This is an optimization exercise on Yosys and OpenROAD, whose aim is small area, a short achievable clock period and few clock cycles, not a production implementation. The RTL was checked by simulation tests, not by an equivalence proof against the original design. No activity file was given, so power comes from the tool's default toggle rates.

$ cat config.mk
export PLATFORM = sky130hd
export DESIGN_NAME = matrix_calculator
export DESIGN_NICKNAME = matrix_calculator
export VERILOG_FILES = /design/flow/design.v
export SDC_FILE = /design/flow/constraint.sdc
export NUM_CORES = 4
export LEC_CHECK = 0
export CAP_MARGIN = 20
export CORE_MARGIN = 2
export CORE_UTILIZATION = 40
export SLEW_MARGIN = 20
$ cat constraint.sdc
create_clock -name core_clock -period 12.0 [get_ports {clk}]
set_input_delay 2.4000 -clock core_clock [delete_from_list [all_inputs] [get_ports {clk}]]
set_output_delay 2.4000 -clock core_clock [all_outputs]
set_load 0.01 [all_outputs]
$ cat design.v
`timescale 1ns / 1ps
module matrix_calculator (
    input           clk,           
    input           rst_n, 
    input           start,   
    input  [3:0]    operation_type, 
    input  [5:0]    matrix_a_dim,  
    input  [5:0]    matrix_b_dim,
    input  [7:0]    scalar_value, 
    input  [199:0]  matrix_a_data,
    input  [199:0]  matrix_b_data, 
    output reg [399:0] result_data, 
    output reg [5:0]   result_dim, 
    output reg         done,    
    output reg         error      
);
localparam IDLE        = 3'd0;  
localparam LOAD_DATA   = 3'd1;  
localparam CALCULATE   = 3'd2;  
localparam OUTPUT_RES  = 3'd3;  
reg [7:0]  mat_a [0:24];  
reg [7:0]  mat_b [0:24];  
reg [15:0] res_mat [0:24];
reg [2:0]  current_state;
reg [4:0]  row_cnt;       
reg [4:0]  col_cnt;       
reg [4:0]  k_cnt;         
reg [4:0]  idx;           
reg [15:0] mul_acc;       
wire [2:0] a_rows = matrix_a_dim[5:3];
wire [2:0] a_cols = matrix_a_dim[2:0];
wire [2:0] b_rows = matrix_b_dim[5:3];
wire [2:0] b_cols = matrix_b_dim[2:0];
wire [4:0] a_size = a_rows * a_cols;  
wire [4:0] b_size = b_rows * b_cols;  
integer i;
always @(posedge clk or negedge rst_n) begin
    if (!rst_n) begin
        current_state <= IDLE;
        done <= 1'b0;
        error <= 1'b0;
        row_cnt <= 5'd0;
        col_cnt <= 5'd0;
        k_cnt <= 5'd0;
        idx <= 5'd0;
        mul_acc <= 16'd0;
        result_dim <= 6'd0;
        result_data <= 400'd0;
        for (i = 0; i < 25; i = i + 1) begin
            mat_a[i] <= 8'd0;
            mat_b[i] <= 8'd0;
            res_mat[i] <= 16'd0;
        end
    end else begin
        case (current_state)
            IDLE: begin
                done <= 1'b0;
                error <= 1'b0;
                idx <= 5'd0;
                row_cnt <= 5'd0;
                col_cnt <= 5'd0;
                if (start) begin
                    if (operation_type > 3'd3) begin
                        error <= 1'b1;
                        done <= 1'b1;   
                        current_state <= IDLE;
                    end else begin
                        if (a_rows == 0 || a_cols == 0) begin
                            error <= 1'b1;
                            done <= 1'b1;   
                            current_state <= IDLE;
                        end else begin
                            current_state <= LOAD_DATA;
                        end
                    end
                end
            end
            LOAD_DATA: begin
                for (i = 0; i < 25; i = i + 1) begin
                    mat_a[i] <= matrix_a_data[i*8 +: 8];
                    mat_b[i] <= matrix_b_data[i*8 +: 8];
                end
                case (operation_type)
                    3'd0: begin
                        current_state <= CALCULATE;
                    end
                    3'd1: begin
                        if (matrix_a_dim != matrix_b_dim || b_rows == 0 || b_cols == 0) begin
                            error <= 1'b1;
                            done <= 1'b1;   
                            current_state <= IDLE;
                        end else begin
                            current_state <= CALCULATE;
                        end
                    end
                    3'd2: begin
                        current_state <= CALCULATE;
                    end
                    3'd3: begin
                        if (a_cols != b_rows || b_rows == 0 || b_cols == 0) begin
                            error <= 1'b1;
                            done <= 1'b1;   
                            current_state <= IDLE;
                        end else begin
                            current_state <= CALCULATE;
                        end
                    end
                endcase
            end
            CALCULATE: begin
                case (operation_type)
                    3'd0: begin
                        if (row_cnt < a_rows) begin
                            if (col_cnt < a_cols) begin
                                res_mat[col_cnt * a_rows + row_cnt] <= {8'd0, mat_a[row_cnt * a_cols + col_cnt]};
                                col_cnt <= col_cnt + 1'b1;
                            end else begin
                                col_cnt <= 5'd0;
                                row_cnt <= row_cnt + 1'b1;
                            end
                        end else begin
                            result_dim <= {a_cols, a_rows};
                            current_state <= OUTPUT_RES;
                        end
                    end
                    3'd1: begin
                        if (idx < a_size) begin
                            res_mat[idx] <= {8'd0, mat_a[idx]} + {8'd0, mat_b[idx]};
                            idx <= idx + 1'b1;
                        end else begin
                            result_dim <= matrix_a_dim;
                            current_state <= OUTPUT_RES;
                        end
                    end
                    3'd2: begin
                        if (idx < a_size) begin
                            res_mat[idx] <= mat_a[idx] * scalar_value;
                            idx <= idx + 1'b1;
                        end else begin
                            result_dim <= matrix_a_dim;
                            current_state <= OUTPUT_RES;
                        end
                    end
                    3'd3: begin
                        if (row_cnt < a_rows) begin
                            if (col_cnt < b_cols) begin
                                if (k_cnt < a_cols) begin
                                    mul_acc <= mul_acc + mat_a[row_cnt * a_cols + k_cnt] * mat_b[k_cnt * b_cols + col_cnt];
                                    k_cnt <= k_cnt + 1'b1;
                                end else begin
                                    res_mat[row_cnt * b_cols + col_cnt] <= mul_acc;
                                    mul_acc <= 16'd0;
                                    k_cnt <= 5'd0;
                                    col_cnt <= col_cnt + 1'b1;
                                end
                            end else begin
                                col_cnt <= 5'd0;
                                row_cnt <= row_cnt + 1'b1;
                            end
                        end else begin
                            result_dim <= {a_rows, b_cols};
                            current_state <= OUTPUT_RES;
                        end
                    end
                endcase
            end
            OUTPUT_RES: begin
                for (i = 0; i < 25; i = i + 1) begin
                    result_data[i*16 +: 16] <= res_mat[i];
                end
                done <= 1'b1;  
                current_state <= IDLE; 
            end
            default: current_state <= IDLE;
        endcase
    end
end
endmodule
$ cat run.sh
#!/bin/bash
# synth_recipe.tcl (not shown) runs the flow's synth.tcl, then flattens the netlist and writes it again
# the make line also repeats each setting of config.mk as NAME=value (left out here)
make -C /OpenROAD-flow-scripts/flow DESIGN_CONFIG=/design/flow/config.mk WORK_HOME=/design/flow/orfs CLKGATE_MAP_FILE= SYNTH_SCRIPT=/design/flow/synth_recipe.tcl finish
==> results.py <==
metrics = {
    "synth": {
        "synth_nets": 6074,
        "synth_most_common_cell": "dfrtp_1",
        "synthesis.instances": 5406,
        "synth.avg_cell_area_sq_um": 11.6,
        "synthTopCellsByArea": "dfrtp_1, mux2_2, fa_1, nand2_1, ha_1",
        "synth_ff_type": "dfrtp_1",
        "synthTopCellsByCount": "dfrtp_1, mux2_2, nand2_1, clkbuf_1, o21ai_0",
        "ys_types": 94,
        "synth_top_cell_by_area": "dfrtp_1",
        "async_flop_share": 1.00,
        "ys_seq_elements": 1246,
        "yosysWarnings": 4,
        "synth_top_cell_area_share": 0.497,
        "ys_seq_area_frac": 0.497,
        "synth_area_sq_um": 62700,
        "synth-edff-count": 0,
    },
    "timing": {
        "finClkSkew_ns": 0.0645,
        "setup_violations": 0,
        "max_freq_ghz": 0.0916,
        "period_needed_ns": 10.92,
        "rsz0062_at_grt": "false",
        "hold_viol": 0,
        "finalHoldWorstSlack_ns": 0.471,
        "slew_headroom": 0.234,
        "tns_ns": 0,
        "tightest_slew_ns": 1.15,
        "slew_violations": 0,
        "period_share": 0.910,
    },
    "final_layout": {
        "nets": 6877,
        "final_cells": 8385,
        "area_delta_synth_final_pct": 25.7,
        "drive_gt1_frac": 0.233,
        "final_cell_area_sq_um": 78800,
        "fillerInstances": 14000,
    },
    "clock_tree": {
        "clock_sinks": 1246,
        "cts_root_buffer": "clkbuf_16",
        "cts_buffers": 138,
        "cts.reportedPaths.clkPinSlew_ns": 0.06,
        "clk_latency_ns": 0.81,
        "htreeDepth": 4,
        "cts_resized": 0,
        "cts_tree": "yes",
        "cts_max_path_buffers": 3,
        "post_cts_buffers": 0,
        "ctsHoldBuffers": 0,
    },
    "global_routing": {
        "antenna_found_initial": 31,
        "groute.usage.overall": 0.342,
        "grt_max_degree": 166,
        "met3_usage": 0.0818,
        "grt_overflow_total": 0,
        "grt_pass1_wl_microns": 387000,
        "grt_use_met1": 0.445,
        "top_usage_layer": "met2",
        "grt_pass1_vias": 49800,
        "grtUsageMet2": 0.544,
    },
    "setup_path": {
        "reg2reg_to": "mul_acc[15]$_DFFE_PN0P_",
        "r2r_start": "k_cnt[2]$_DFFE_PN0P_",
        "rrSetupSlack_ns": 2.45,
        "cp-start-kind": "input port",
        "slowest_stage": "a2111oi_0",
        "end_kind": "flip-flop",
        "path_class": "in2reg",
        "arrival_ns": 11.60,
        "path_max_fanout": 18,
        "reg2reg_depth": 33,
        "critical_path_required_ns": 12.67,
        "cpPeakStageDelay_ns": 0.82,
    },
    "pwr": {
        "p_leak_nw": 34.5,
        "total_power_mw": 30.7,
        "powerDensity_nw_per_um2": 390,
        "vdd_drop_max_mv": 1.51,
    },
    "min_path": {
        "whs_path_depth": 2,
        "hp-start": "res_mat[5][0]$_DFFE_PN0P_",
        "min_path_type": "reg2reg",
        "min_to": "res_mat[5][0]$_DFFE_PN0P_",
    },
    "detailed_routing": {
        "firstDrtPassIters": 7,
        "viasPerCell": 5.96,
        "drc": 0,
        "antenna_left": 0,
        "vias": 50000,
        "drt-wirelength-per-cell_microns": 32.9,
        "drt-total-wl_microns": 276000,
        "drt_iter0_drc": 5282,
    },
    "die": {
        "dieHeight_microns": 400,
        "io-pin-count": 835,
        "initial_core_util": 0.402,
        "die_w_microns": 400,
        "rows": 145,
        "core_area_sq_um": 156000,
        "die_area_sq_um": 160000,
    },
    "status": {
        "status": "timing/DRC/antenna clean",
    },
    "placement": {
        "placed_area_sq_um": 74000,
        "place_inst": 8126,
        "finalWeightedCongestion": 0.995,
        "io_buffers": 834,
        "dp_hpwl_microns": 211000,
    },
    "flow_run": {
        "drv_cap": 0,
    },
}
-- sequential cells by signal, indices dropped and copies added (netlist names), 6 cells and up --
| signal | cells |
|---|---|
| mat_a | 200 |
| result_data | 400 |
| mat_b | 200 |
| mul_acc | 16 |
| result_dim | 6 |
| res_mat | 400 |
-- worst max-delay path: cells and delay by family --
kind	cells	cell delay, ns
AOI/OAI and AO/OA	10	2.53
xor gates and xnor gates	3	0.90
muxes	1	0.25
adders and majority gates	9	3.86
buffers and inverters	9	1.44
and+or+nand+nor	3	0.22
-- per-stage QoR --
| stage | setup WS (ns) | util |
|---|---|---|
| 4_1_cts | 1.14 | 0.505 |
| 3_5_place_dp | 0.310 | 0.474 |
| 5_1_grt | 0.511 | 0.505 |
| 6_report | 1.08 | 0.505 |
| 3_3_place_gp | 0.314 | 0.474 |
| 2_1_floorplan | 1.76 | - |
-- metal layers --
layer  vias up  share of wire
li1      21200              -
met1     25700           0.41
met2      2381           0.46
met3       660          0.081
met4        32          0.049
met5         -        0.00078
-- layout make-up --
class,instances,area (sq um),area share
tap,2058,2570,0.0327
antenna,7,17.5,0.000222
multi-input combinational,3574,29600,0.375
sequential,1246,31200,0.396
clock buffer,198,4020,0.0510
inverter,224,841,0.0107
timing repair buffer,1025,9870,0.125
clock inverter,53,742,0.00942
-- power by group --
group	switching, mW	leakage (nW)	internal, mW
Sequential	2.19	16.0	5.94
Combinational	10.3	16.2	7.87
Clock	1.86	2.33	2.53
-- worst max path at each step --
stage,depth (start not counted),end,from,slack (ns)
6_report,35,mul_acc[15]$_DFFE_PN0P_,matrix_a_dim[1],1.08
3_3_place_gp,35,mul_acc[15]$_DFFE_PN0P_,matrix_a_dim[1],0.31
3_5_place_dp,35,mul_acc[15]$_DFFE_PN0P_,matrix_a_dim[1],0.31
2_1_floorplan,37,mul_acc[15]$_DFFE_PN0P_,matrix_a_dim[1],1.76
5_1_grt,34,mul_acc[15]$_DFFE_PN0P_,matrix_a_dim[1],0.51
4_1_cts,35,mul_acc[15]$_DFFE_PN0P_,matrix_a_dim[1],1.14
-- cell usage in the layout (no fill, tap or decap), types with 120 or more instances in the layout --
master	count
inv_1	224
ha_1	132
dfrtp_1	1246
a22oi_1	120
o21ai_0	277
mux2_2	931
clkbuf_16	138
a21oi_1	166
buf_4	186
nor2_1	170
clkdlybuf4s50_1	833
nand2_1	473
-- cell families after synthesis --
group                      after synthesis  synth area share
AOI/OAI and AO/OA                     1053             0.114
xor gates and xnor gates                79            0.0145
adders and majority gates              241            0.0611
buffers and inverters                  586            0.0370
DFF                                   1246             0.497
muxes                                 1000             0.180
and+or+nand+nor                       1201            0.0955
Testbench counts, summed over its fixed seeds: cycles 85,737.

-- static timing again, ports no longer ideal --
How much do the figures lean on ideal ports? The routed layout below was timed once more, with nothing changed but the port constraints.
Step 1, drivers: a clkbuf_16 drives clk and a buf_2 each remaining input, both assumed.
Step 2, shift: input delay + t, output delay - t, t = (earliest + latest rising clock arrival at the registers) / 2. This alone moves slack from input paths to output paths.
a / b / c = no drivers / after step 1 / after step 2; a / b = the first two.
t (ns): 0.867
setup slack, ns: 1.078 / 1.013 / 0.145
slew at the worst register clock pin (ns): 0.09 / 0.09
worst data-port slew with drivers (ns): 0.24
cell pins on the clock port's net: 1
After both steps this run still meets setup and hold. For this run, drivers alone change the setup slack by -0.065 ns; drivers and shift together by -0.933 ns.
